This design comes from an exercise in tuning for small area on the open sky130 flow, not from production work. Where RTL was checked, it was by simulation tests only, not by an equivalence proof against the original.

maple:
// cordic_oscillator
module cordic_oscillator (
    input  wire               clk,
    input  wire               rst,
    input  wire               ce,
    input  wire signed [31:0] tuning_word,
    output wire signed [15:0] sin_out,
    output wire signed [15:0] cos_out,
    output wire               valid_out
);
Size in the first run: about 4,700 cells after synthesis, roughly 300 flip-flops, roughly 31,000 um^2 of cells after synthesis.
Settings: LEC_CHECK=0, ABC_AREA=1, CAP_MARGIN=20, CORE_MARGIN=2, CORE_UTILIZATION=40, CTS_BUF_LIST=sky130_fd_sc_hd__clkbuf_8, CTS_CLUSTER_DIAMETER=60, CTS_CLUSTER_SIZE=16, SLEW_MARGIN=20; clock period 5.5 ns.
run.sh (not shown) runs the stock make flow with config.mk's settings and CLKGATE_MAP_FILE= SYNTH_SCRIPT=/design/flow/synth_recipe.tcl, a recipe that flattens the netlist after the stock synthesis.
Inputs modified between maple and indigo:
diff --git a/flow/design.v b/flow/design.v
--- a/flow/design.v
+++ b/flow/design.v
@@ -158,19 +158,17 @@
     wire signed [13:0] z_4 = z_3_q2 + (d_3 ? 14'sd8149 : -14'sd8149);
     wire [0:0] d_4 = z_4[13];
     wire signed [12:0] zpa_3 = z_3_q2 + (d_3 ? 13'sd12239 : -13'sd4059);
     wire signed [12:0] zpb_3 = z_3_q2 + (d_3 ? 13'sd4059 : -13'sd12239);
     wire signed [12:0] z_5 = d_4 ? zpa_3 : zpb_3;
     wire [0:0] d_5 = z_5_q3[12];
     wire signed [11:0] z_6 = z_5_q3 + (d_5 ? 12'sd2047 : -12'sd2047);
     wire [0:0] d_6 = z_6[11];
-    wire signed [10:0] zpa_5 = z_5_q3 + (d_5 ? 11'sd3070 : -11'sd1024);
-    wire signed [10:0] zpb_5 = z_5_q3 + (d_5 ? 11'sd1024 : -11'sd3070);
-    wire signed [10:0] z_7 = d_6 ? zpa_5 : zpb_5;
+    wire signed [10:0] z_7 = z_6 + (d_6 ? 11'sd1023 : -11'sd1023);
     wire [0:0] d_7 = z_7_q4[10];
     wire signed [10:0] z_8 = z_7_q4 + (d_7 ? 11'sd511 : -11'sd511);
     wire [0:0] d_8 = z_8[10];
     wire signed [9:0] z_9 = z_8 + (d_8 ? 10'sd255 : -10'sd255);
     wire [0:0] d_9 = z_9_q5[9];
     wire signed [8:0] z_10 = z_9_q5 + (d_9 ? 9'sd127 : -9'sd127);
     wire [0:0] d_10 = z_10[8];
     wire signed [7:0] z_11 = z_10 + (d_10 ? 8'sd63 : -8'sd63);
## What came out
indigo: done, clean on timing, DRC and antenna. Delta (indigo minus maple): cell count climbed about 1.1%. A critical-path cell with the highest stage delay of fa_2 is what indigo shows, while nand2_1 belongs to maple. On critical path depth: between maple and indigo, it ends up higher for indigo. From maple to indigo the numbers moved as follows: final instance area rose by 180 um^2; area added between synthesis and finish now sits lower. Relative to maple, met3 demand-to-capacity share in global routing increased by 0.48 points in indigo. In the tables for maple and indigo, via count reads higher with indigo.

========
cordic_oscillator, a different RTL version from the one above (not shown whole).
Size in the first run: about 4700 cells after synthesis, roughly 300 flip-flops, roughly 68 I/O pins.
==> flow/config.mk <==
export PLATFORM = sky130hd
export DESIGN_NAME = cordic_oscillator
export DESIGN_NICKNAME = cordic_oscillator
export VERILOG_FILES = /design/flow/design.v
export SDC_FILE = /design/flow/constraint.sdc
export NUM_CORES = 4
export LEC_CHECK = 0
export ABC_AREA = 1
export CAP_MARGIN = 20
export CORE_MARGIN = 2
export CORE_UTILIZATION = 40
export CTS_BUF_LIST = sky130_fd_sc_hd__clkbuf_8
export CTS_CLUSTER_DIAMETER = 60
export CTS_CLUSTER_SIZE = 16
export SLEW_MARGIN = 20
==> flow/constraint.sdc <==
create_clock -name core_clock -period 5.5 [get_ports {clk}]
set_input_delay 1.1000 -clock core_clock [delete_from_list [all_inputs] [get_ports {clk}]]
set_output_delay 1.1000 -clock core_clock [all_outputs]
set_load 0.01 [all_outputs]
Then changed:
--- a/flow/design.v
+++ b/flow/design.v
@@ -147,17 +147,15 @@
     wire negy = qf == 2'b11;
     wire [16:0] zn = z[16:0] ^ {17{negz}};
     wire [16:0] zn1 = {16'd0, negz};
     wire signed [16:0] z_1 = zn + c1 + zn1;
     wire [0:0] d_1 = z_1_q1[16];
     wire signed [15:0] z_2 = z_1_q1 + (d_1 ? 16'sd30385 : -16'sd30385);
     wire [0:0] d_2 = z_2[15];
-    wire signed [14:0] zpa_1 = z_1_q1 + (d_1 ? 15'sd46439 : -15'sd14331);
-    wire signed [14:0] zpb_1 = z_1_q1 + (d_1 ? 15'sd14331 : -15'sd46439);
-    wire signed [14:0] z_3 = d_2 ? zpa_1 : zpb_1;
+    wire signed [14:0] z_3 = z_2 + (d_2 ? 15'sd16054 : -15'sd16054);
     wire [0:0] d_3 = z_3_q2[14];
     wire signed [13:0] z_4 = z_3_q2 + (d_3 ? 14'sd8149 : -14'sd8149);
     wire [0:0] d_4 = z_4[13];
     wire signed [12:0] z_5 = z_4 + (d_4 ? 13'sd4090 : -13'sd4090);
     wire [0:0] d_5 = z_5_q3[12];
     wire signed [11:0] z_6 = z_5_q3 + (d_5 ? 12'sd2047 : -12'sd2047);
     wire [0:0] d_6 = z_6[11];
@@ -408,27 +406,37 @@
     wire signed [13:0] ys_15 = ry_15[3] ? yh_m7 : ry_15[2] ? yh_p7 : yh7;
     wire dn_15 = ~d_15;
     wire signed [3:0] mx_15 = {4{dn_15_q7}}, my_15 = {4{d_15_q7}};
     wire signed [3:0] ox_15 = ys_15 >>> 13, oy_15 = xs_15 >>> 13;
     wire signed [3:0] cx_15 = {3'd0, dn_15_q7}, cy_15 = {3'd0, d_15_q7};
     wire signed [3:0] rx_16 = rx_15 + (ox_15 ^ mx_15) + cx_15;
     wire signed [3:0] ry_16 = ry_15 + (oy_15 ^ my_15) + cy_15;
-    wire signed [13:0] xs_16 = rx_16[3] ? xh_m7 : rx_16[2] ? xh_p7 : xh7;
-    wire signed [13:0] ys_16 = ry_16[3] ? yh_m7 : ry_16[2] ? yh_p7 : yh7;
-    wire signed [15:0] x_16 = {xs_16, rx_16[1:0]};
-    wire signed [15:0] y_16 = {ys_16, ry_16[1:0]};
-    always @(posedge clk) begin
-        x_out <= negx_q7 ? -x_16 : x_16;
-        y_out <= negy_q7 ? -y_16 : y_16;
+    wire signed [13:0] xh_m27 = xh7 - 14'sd2;
+    wire x_z = rx_16[1:0] == 2'd0;
+    wire [1:0] x_eff = {rx_16[3], rx_16[2]} - {1'b0, negx_q7 & x_z};
+    reg signed [13:0] x_hv;
+    always @* case (x_eff) 2'b10: x_hv = xh_m27; 2'b11: x_hv = xh_m7; 2'b01: x_hv = xh_p7; default: x_hv = xh7; endcase
+    wire [1:0] x_lo = (rx_16[1:0] ^ {2{negx_q7}}) + {1'd0, negx_q7};
+    wire [15:0] x_fin = {x_hv ^ {14{negx_q7}}, x_lo};
+    wire signed [13:0] yh_m27 = yh7 - 14'sd2;
+    wire y_z = ry_16[1:0] == 2'd0;
+    wire [1:0] y_eff = {ry_16[3], ry_16[2]} - {1'b0, negy_q7 & y_z};
+    reg signed [13:0] y_hv;
+    always @* case (y_eff) 2'b10: y_hv = yh_m27; 2'b11: y_hv = yh_m7; 2'b01: y_hv = yh_p7; default: y_hv = yh7; endcase
+    wire [1:0] y_lo = (ry_16[1:0] ^ {2{negy_q7}}) + {1'd0, negy_q7};
+    wire [15:0] y_fin = {y_hv ^ {14{negy_q7}}, y_lo};
+    always @* begin
+        x_out = x_fin;
+        y_out = y_fin;
     end
-    reg [3:0] vcnt;
+    reg [2:0] vcnt;
     always @(posedge clk)
         if (rst) vcnt <= 0;
-        else if (vcnt != 8) vcnt <= vcnt + 1'b1;
-    assign valid_out = vcnt == 8;
+        else if (vcnt != 7) vcnt <= vcnt + 1'b1;
+    assign valid_out = vcnt == 7;
 endmodule
 module add_rca #(parameter W = 16) (
     input  wire [W-1:0] a,
     input  wire [W-1:0] b,
     input  wire         ci,
     output wire [W-1:0] s
 );
Result: The new run finished with setup timing left; routed wire length rose by 2.3%; worst setup slack is worse by 0.69 ns; worst hold slack is worse by 0.0073 ns; die area stays flat; final area rose by 3.6%; clock skew fell by 0.024 ns; cell count rose by 1.9%; synthesized area barely changes; count of clock-buffer cells in the layout rose by 2; critical path depth fell by 5.
No functional check of the RTL was part of any run of this note.

========
== the baseline ==
Another version of the RTL of cordic_oscillator (not shown whole).
For scale: roughly 4600 cells after synthesis, roughly 300 flip-flops.
Settings: LEC_CHECK=0, ABC_AREA=1, CAP_MARGIN=20, CORE_MARGIN=2, CORE_UTILIZATION=40, CTS_BUF_LIST=sky130_fd_sc_hd__clkbuf_8, CTS_CLUSTER_DIAMETER=60, CTS_CLUSTER_SIZE=16, SLEW_MARGIN=20; clock period 5.5 ns.
> inputs changed (the baseline -> the candidate)
diff --git a/flow/design.v b/flow/design.v
--- a/flow/design.v
+++ b/flow/design.v
@@ -154,25 +154,27 @@
     wire signed [14:0] zpa_1 = z_1_q1 + (d_1 ? 15'sd46439 : -15'sd14331);
     wire signed [14:0] zpb_1 = z_1_q1 + (d_1 ? 15'sd14331 : -15'sd46439);
     wire signed [14:0] z_3 = d_2 ? zpa_1 : zpb_1;
     wire [0:0] d_3 = z_3_q2[14];
     wire signed [13:0] z_4 = z_3_q2 + (d_3 ? 14'sd8149 : -14'sd8149);
     wire [0:0] d_4 = z_4[13];
     wire signed [12:0] zpa_3 = z_3_q2 + (d_3 ? 13'sd12239 : -13'sd4059);
     wire signed [12:0] zpb_3 = z_3_q2 + (d_3 ? 13'sd4059 : -13'sd12239);
     wire signed [12:0] z_5 = d_4 ? zpa_3 : zpb_3;
     wire [0:0] d_5 = z_5_q3[12];
     wire signed [11:0] z_6 = z_5_q3 + (d_5 ? 12'sd2047 : -12'sd2047);
     wire [0:0] d_6 = z_6[11];
-    wire signed [10:0] z_7 = z_6 + (d_6 ? 11'sd1023 : -11'sd1023);
+    wire signed [10:0] zpa_5 = z_5_q3 + (d_5 ? 11'sd3070 : -11'sd1024);
+    wire signed [10:0] zpb_5 = z_5_q3 + (d_5 ? 11'sd1024 : -11'sd3070);
+    wire signed [10:0] z_7 = d_6 ? zpa_5 : zpb_5;
     wire [0:0] d_7 = z_7_q4[10];
     wire signed [10:0] z_8 = z_7_q4 + (d_7 ? 11'sd511 : -11'sd511);
     wire [0:0] d_8 = z_8[10];
     wire signed [9:0] zpa_7 = z_7_q4 + (d_7 ? 10'sd766 : -10'sd256);
     wire signed [9:0] zpb_7 = z_7_q4 + (d_7 ? 10'sd256 : -10'sd766);
     wire signed [9:0] z_9 = d_8 ? zpa_7 : zpb_7;
     wire [0:0] d_9 = z_9_q5[9];
     wire signed [8:0] z_10 = z_9_q5 + (d_9 ? 9'sd127 : -9'sd127);
     wire [0:0] d_10 = z_10[8];
     wire signed [7:0] z_11 = z_10 + (d_10 ? 8'sd63 : -8'sd63);
     wire [0:0] d_11 = z_11[7];
     wire signed [6:0] z_12 = z_11 + (d_11 ? 7'sd31 : -7'sd31);
From the baseline to the candidate the numbers moved as follows: critical path depth fell by 17%.
Wire length sits higher in the candidate than in the baseline.
Fraction of layout cells with a size suffix above 1: the candidate vs the baseline down 0.16 points
In terms of effective utilization at floorplan, the baseline and the candidate differ only marginally.
Area growth from synthesis to final layout: the candidate vs the baseline down 0.53 points
Summary — setup slack, the candidate relative to the baseline: higher, by 110 ps.
Compared with the baseline, in the candidate clock network contribution to total cell area decreased by 0.26 points relative to the old numbers; post-layout minimum cycle time went down by 110 ps.
Multi-input logic area: the baseline vs the candidate — no meaningful difference

## separate check: timing with driven ports
No port has a modelled driver above. Below, the same layouts with a new extraction and two added sets of constraints. Step 1 sets driving cells, clkbuf_16 on the clock port and buf_2 on the other inputs (assumed; they add their load-dependent delay and slew). Step 2 moves the port delays by t, midway between the first and last clock arrival at a register: inputs arrive t later, outputs are due t later. That takes back most of the time a late clock gives input paths. a / b / c = ideal ports / drivers / drivers and shift; a / b = the first two.
run | t, ns | slack for setup (ns) | worst setup path at the end | latest minus earliest clock arrival (ns) | slew at the worst register clock pin (ns)
maple | 0.701 | 0.369 / 0.369 / -0.237 | input to register | 0.050 / 0.050 | 0.09 / 0.09
indigo | 0.695 | 0.221 / 0.221 / -0.037 | input to register | 0.057 / 0.056 | 0.10 / 0.10
the first run of note 2 | 0.650 | 0.277 / 0.277 / -0.211 | input to register | 0.078 / 0.079 | 0.10 / 0.10
the second run of note 2 | 0.663 | -0.417 / -0.473 / -0.182 | input to register | 0.053 / 0.054 | 0.10 / 0.10
the baseline | 0.686 | 0.194 / 0.194 / -0.154 | input to register | 0.060 / 0.060 | 0.10 / 0.10
the candidate | 0.665 | 0.306 / 0.306 / -0.183 | input to register | 0.053 / 0.053 | 0.09 / 0.09
With both steps, setup timing fails in 5 of these runs, where it was met with ideal ports. The setup slack of maple, which loses most, moves by 0.000 ns with the drivers and by -0.606 ns with both steps.
